Background: an optimization exercise with open tools, aiming at small area and a short achievable clock period. Do not read the settings as production practice.
In this exercise RTL edits were held to simulation tests only and were not proved equivalent to the original.
Power is estimated from default activity; no workload was simulated.

## design.v

```verilog
module sync_fifo #(parameter DATA_WIDTH  = 8,
                   parameter FIFO_DEPTH  = 32,
                   parameter FIFO_AF_CNT = 16,
                   parameter INIT_FIFO   = 0)(
input   logic                  clk, 
input   logic                  rst_n,
input   logic [DATA_WIDTH-1:0] data_in,
input   logic                  rd_en,
input   logic                  wr_en,
output  logic [DATA_WIDTH-1:0] data_out,
output  logic                  empty,
output  logic                  afull,
output  logic                  full
);    
localparam ADDR_WIDTH = $clog2(FIFO_DEPTH);
typedef logic [DATA_WIDTH-1:0] DATA_VEC;
logic [DATA_WIDTH-1:0] fifo_data [0:FIFO_DEPTH-1];
logic [ADDR_WIDTH-1:0] wr_ptr;
logic [ADDR_WIDTH-1:0] rd_ptr;
logic [ADDR_WIDTH :0]  fill_cnt;
logic [DATA_WIDTH-1:0] data_ram ;
assign full    = (fill_cnt == FIFO_DEPTH);
assign empty   = (fill_cnt == 0);
assign afull   = (fill_cnt == FIFO_AF_CNT);
assign data_out = fifo_data[rd_ptr];
always_ff @ (posedge clk, negedge rst_n)
begin : wr_ptr_update
  if (!rst_n) begin
    wr_ptr <= 0;
  end else if (wr_en) begin
    if (!full)
      wr_ptr <= wr_ptr + 1;
  end
end
always_ff @ (posedge clk, negedge rst_n)
begin : rd_ptr_update
  if (!rst_n) begin
    rd_ptr <= 0;
  end else if (rd_en && !empty) begin
    rd_ptr <= rd_ptr + 1;
  end
end
always_ff @ (posedge clk, negedge rst_n)
begin : write_fifo
  if (!rst_n) begin
    for(int i=0;i<FIFO_DEPTH;i++) begin
      if (INIT_FIFO) begin
        fifo_data[i] <= i;
      end
      else begin
        fifo_data[i] <= '0;
      end
    end
  end 
  else begin
    if (wr_en && !full) fifo_data[wr_ptr] <= data_in;
  end
end
always_ff @ (posedge clk, negedge rst_n)
begin : fill_cnt_update
  if (!rst_n) begin
    if (INIT_FIFO)
      fill_cnt <= FIFO_DEPTH;
    else
      fill_cnt <= 0;
  end else if ((rd_en) && !(wr_en) && (fill_cnt != 0) || (rd_en && (fill_cnt == FIFO_DEPTH))) begin
    fill_cnt <= fill_cnt - 1;
  end else if ((wr_en) && !(rd_en) && (fill_cnt != FIFO_DEPTH) || (wr_en && (fill_cnt == 0))) begin
    fill_cnt <= fill_cnt + 1;
  end
end 
endmodule
 module Nto1_sync_fifo #(N = 4, DATA_WIDTH = 32, DEPTH = 16)
         (input logic clk_i,
          input logic rst_n_i,
          input logic [N*DATA_WIDTH-1:0] data_i,  
          input logic [N-1:0] wr_en_i,            
          input logic rd_en_i,
          output logic                   fifo_full_o,
          output logic                   fifo_empty_o,
          output logic [DATA_WIDTH-1:0]  data_o
         );
logic            fifo_rd_en;
logic [N-1:0] [DATA_WIDTH-1:0] infifo_data;
logic     outfifo_wr_en;
logic     outfifo_full;
logic [N-1:0] validfifo_data;
logic         validfifo_empty;
logic [$clog2(N+1)-1:0] fifo_sel;
logic [$clog2(N+1)-1:0] fifo_sel_reg;
generate
  for (genvar i=0; i<N; i++) begin
    sync_fifo #(
      .DATA_WIDTH  (DATA_WIDTH),
      .FIFO_DEPTH  (DEPTH), 
      .FIFO_AF_CNT (DEPTH-1), 
      .INIT_FIFO   (0))
    input_fifo (
      .clk       (clk_i), 
      .rst_n     (rst_n_i),
      .data_in   (data_i[i*DATA_WIDTH +: DATA_WIDTH]),
      .rd_en     (fifo_rd_en),
      .wr_en     (|wr_en_i),  
      .data_out  (infifo_data[i]),
      .empty     (),
      .afull     (),
      .full      ()
    );
  end
endgenerate
    sync_fifo #(
      .DATA_WIDTH  (N),
      .FIFO_DEPTH  (DEPTH), 
      .FIFO_AF_CNT (DEPTH-1), 
      .INIT_FIFO   (0))
    valid_fifo (
      .clk       (clk_i), 
      .rst_n     (rst_n_i),
      .data_in   (wr_en_i),
      .rd_en     (fifo_rd_en),
      .wr_en     (|wr_en_i),  
      .data_out  (validfifo_data),
      .empty     (validfifo_empty),
      .afull     (),
      .full      (fifo_full_o)
    );
logic valid_found;  
always_comb
begin
  fifo_rd_en       = 0;
  outfifo_wr_en    = 0;
  valid_found      = 0;  
  fifo_sel         = fifo_sel_reg;
  if (!validfifo_empty && !outfifo_full) begin
    fifo_rd_en       = 1;
    fifo_sel         = 0;
    fifo_rd_en       = 1;
    for (int i=N-1; i>=0; i--) begin
      if (i>=fifo_sel_reg) begin
        if (validfifo_data[i]) begin
          outfifo_wr_en    = 1;
          if (valid_found) begin
            fifo_rd_en    = 0;
            fifo_sel      = i;
          end
          else begin
            valid_found = 1;
            fifo_sel    = i;
          end
        end
      end
    end
  end
end
always_ff @(posedge clk_i) begin
  if (!rst_n_i) begin
    fifo_sel_reg <= 0;
  end
  else begin
    if (outfifo_wr_en) begin
      if (fifo_rd_en) begin
        fifo_sel_reg <= 0;
      end
      else begin
        fifo_sel_reg <= fifo_sel+1;
      end
    end
  end
end
    sync_fifo #(
      .DATA_WIDTH (DATA_WIDTH),
      .FIFO_DEPTH (DEPTH/2),  
      .INIT_FIFO  (0))
    output_fifo (
      .clk       (clk_i), 
      .rst_n     (rst_n_i),
      .data_in   (infifo_data[fifo_sel]),
      .rd_en     (rd_en_i),
      .wr_en     (outfifo_wr_en),
      .data_out  (data_o),
      .empty     (fifo_empty_o),
      .full      (outfifo_full)
    );
endmodule
```

## run.sh

```bash
#!/bin/bash
# synth_recipe.tcl (not shown) runs the flow's synth.tcl, then flattens the netlist and writes it again
# the make line also repeats each setting of config.mk as NAME=value (left out here)
make -C /OpenROAD-flow-scripts/flow DESIGN_CONFIG=/design/flow/config.mk WORK_HOME=/design/flow/orfs CLKGATE_MAP_FILE= SYNTH_SCRIPT=/design/flow/synth_recipe.tcl finish
```

## config.mk

```make
export PLATFORM = sky130hd
export DESIGN_NAME = Nto1_sync_fifo
export DESIGN_NICKNAME = Nto1_sync_fifo
export VERILOG_FILES = /design/flow/design.v
export SDC_FILE = /design/flow/constraint.sdc
export NUM_CORES = 4
export LEC_CHECK = 0
export CAP_MARGIN = 20
export CORE_MARGIN = 2
export CORE_UTILIZATION = 40
export SLEW_MARGIN = 20
```

## constraint.sdc

```tcl
create_clock -name core_clock -period 6.0 [get_ports {clk_i}]
set_input_delay 1.2000 -clock core_clock [delete_from_list [all_inputs] [get_ports {clk_i}]]
set_output_delay 1.2000 -clock core_clock [all_outputs]
set_load 0.01 [all_outputs]
```

==> notes.md <==
-- worst max path at each step --
stage / startpoint / end / cells after the start
finish: output_fifo.rd_ptr[1]$_DFFE_PN0P_ / data_o[1] / 7
global route: output_fifo.rd_ptr[1]$_DFFE_PN0P_ / data_o[25] / 9
CTS: output_fifo.rd_ptr[1]$_DFFE_PN0P_ / data_o[10] / 7
detailed placement: valid_fifo.rd_ptr[0]$_DFFE_PN0P_ / output_fifo.fifo_data[2][8]$_DFFE_PN0P_ / 13
global placement: valid_fifo.rd_ptr[3]$_DFFE_PN0P_ / output_fifo.fifo_data[2][14]$_DFFE_PN0P_ / 10
floorplan: valid_fifo.rd_ptr[0]$_DFFE_PN0P_ / genblk1[0].input_fifo.fill_cnt[4]$_DFFE_PN0P_ / 18
-- per-stage QoR --
stage / cell area [sq um] / total power [mW]
2_1_floorplan: 107000 / 50.7
3_3_place_gp: 114000 / 64.3
3_5_place_dp: 114000 / 65.6
4_1_cts: 123000 / 82.6
5_1_grt: 123000 / 86.4
6_report: 123000 / 82.5
-- Yosys cell counts (15+ instances only) --
master / instances / area [sq um]
a221oi_1: 209 / 1830
a31oi_1: 20 / 125
inv_1: 37 / 139
a2111oi_0: 18 / 158
buf_2: 31 / 155
dfrtp_1: 2443 / 61100
mux2i_1: 29 / 290
and3_1: 30 / 188
ha_1: 70 / 876
a222oi_1: 107 / 1070
xnor2_1: 43 / 377
o22ai_1: 29 / 181
buf_4: 15 / 113
a41oi_1: 25 / 219
a21o_1: 16 / 120
a22oi_1: 418 / 3140
a21oi_1: 163 / 816
nand3_1: 100 / 500
nor3b_1: 16 / 120
nand2_1: 210 / 788
and3b_1: 19 / 166
a211oi_1: 31 / 233
mux2_2: 2365 / 26600
buf_1: 172 / 646
nor2_1: 122 / 458
nand4_1: 113 / 707
o21ai_0: 90 / 450
clkbuf_1: 429 / 1610
a22o_1: 241 / 2110
o22a_1: 22 / 193
-- cell type report --
| cell class | instances | area share, % |
|---|---|---|
| inverter | 39 | 0.120 |
| clock buffer | 399 | 6.59 |
| clock inverter | 77 | 0.710 |
| tap | 3552 | 3.62 |
| antenna | 16 | 0.0326 |
| sequential | 2446 | 49.9 |
| timing repair buffer | 443 | 3.34 |
| multi-input combinational | 4684 | 35.7 |
-- logic make-up after synthesis --
group | share of synthesized area (%)
simple gates | 3.29
buf+inv | 2.53
xor+xnor | 0.433
flops | 57.0
compound gates | 10.6
mux | 25.2
fa+ha+maj | 0.928
-- power by group through the flow --
stage	Combinational [mW]	Clock [mW]	Sequential, mW
after floorplan	22.5	0	28.2
after global placement	34.9	0	29.4
after detailed placement	35.8	0	29.8
after CTS	35.9	17.1	29.6
after global routing	37.9	17.8	30.7
final	35.9	16.8	29.7
-- routing by layer --
| layer | share of wire, % | vias to the layer above | global-route usage, % |
|---|---|---|---|
| met2 | 46 | 2463 | 39.4 |
| met5 | 0.067 | - | 0 |
| li1 | - | 29600 | - |
| met1 | 43 | 38300 | 34.5 |
| met4 | 4.4 | 36 | 10.4 |
| met3 | 6.6 | 675 | 4.23 |
==> notes.md <==
max FFs per register=2048; CTS tree=yes; Max Root-Sink Buffers=4; # IOs=169; Final ANT Viol Nets=0; Via density=6.10; Least-Margin Pin Slew=1.26 ns; number of flops mapped to enable cells by yosys=0; synth unique cells=83; CTS root buf=clkbuf_16; Die ar.=272000 sq um; clock sinks=2446; switching power share of the total=39.5%; Initial Utilization=40.1%; setup_tns=0 ns; combinational power share=43.6%; CTS buffer count=276; Std-Cell Core Area=267000 sq um; Peak Freq=174 MHz; Mapped Avg Cell Area=13.7 sq um; FFs w/ async S/R, synth=99.9%; peak per-stage delay on the critical path=0.74 ns; gp weighted congestion=0.819; final hold slack=0.343 ns; Setup Fix Bufs, Post-CTS=0; cells after synthesis=7820; RR Startpoint=valid_fifo.rd_ptr[3]$_DFFE_PN0P_; CP Max Fanout=15; largest net degree at the start of global routing=166; RSZ-0062 raised after global routing=false; max cap viols=0; Sequential Area=61200 sq um; vias in the first global route=73500; Routed wire per std cell=29.8 microns; P&R area growth vs syn=14.3%; die boundary width=522 microns; fin crit share=95.8%; Chip Height=522 microns; DRT Wirelength=347 mm; DR iter-0 viols=6351; Hold Path Class=input pin to asynchronous set/reset pin; #FFs+latches synth=2446; vias=71200; max_slew headroom=16.3%; post-route insts no fill=11700; Crit path max-delay family=buffers and inverters; Reg2Reg Depth=15; Final WS setup=0.251 ns; pwr dens=673 nW/um^2; share of cells above drive strength 1=40.0%; biggest regs=genblk1.input_fifo.fifo_data (2048), output_fifo.fifo_data (256), valid_fifo.fifo_data (64); clk slew on worst S/H paths=0.06 ns; Main synth FF type=dfrtp_1; P_sw=32.6 mW; initial antenna violation count=42; Crit path buffers/inverters=3; commonest non-fill, non-tap cells in the layout=2443 x dfrtp_1, 2365 x mux2_2, 418 x a22oi_1; placed cell count=11200; startpoint types=flip-flop; syn_nets=8031; CP cell instances=inv_1 -> ha_1 -> nor2b_2 -> buf_4 -> a22oi_1 -> a41oi_1 -> clkdlybuf4s50_1; 1st-pass router iterations=8; Crit. End Element=output port; multi-input logic area=43800 sq um; status=complete, no violations; cts hold-fix bufs=0; post-cts sizing count=0; Most flops, register=genblk1.input_fifo.fifo_data; Final setup viols=0; Req. time, crit path=4.80 ns; Synthesis Warnings=7; Pint=49.9 mW; nets=8101; most common cell after layout, fill and taps aside=dfrtp_1; Final Hold Vio Count=0; worst-skew pair later-pin latency=0.92 ns; Clk pwr share=20.4%; first-pass GRT wire length=512 mm; clock skew=0.0701 ns; final core utilization=45.9%; H-tree depth=5; Total GRT Usage=25.1%; Sequential Power Share=36.0%; crit path time final=5.75 ns; GRT overflow=0; critical path class=flip-flop to output port; Port Buf Inserts=168; Slowest-stage cell, CP=a41oi_1; Final HPWL DP=209 mm; highest ir drop seen on vdd=0.000662 V; DP Worst Slack=1.00 ns; fillcell total=23600; register area share after synthesis=57.0%; max-slew violation count=0; R2R setup slack=0.90 ns; Worst EP arrival=4.55 ns; post-synthesis cell area=107000 sq um; Critical R2R Capture=genblk1[2].input_fifo.fill_cnt[4]$_DFFE_PN0P_; num rows=190; Remaining DRCs=0; Pleak=52.0 nW

[what the ideal ports hide]
In the flow no input, the clock included, has a driving cell. The finished layout below was timed again as built, in two steps.
Step 1 assumes that a clkbuf_16 drives the clock port and a buf_2 every other input.
Step 2, shift: input delay + t, output delay - t, t = (earliest + latest rising clock arrival at the registers) / 2. This alone moves slack from input paths to output paths.
Slacks: no drivers / after step 1 / after step 2; pairs: no drivers / after step 1.
shift t [ns]: 0.975
setup slack, ns: 0.251 / 0.156 / 0.897
hold WS [ns]: 0.343 / 0.354 / 0.482
After both steps setup and hold are still met in this run. For this run, drivers alone change the setup slack by -0.095 ns; drivers and shift together by +0.646 ns.
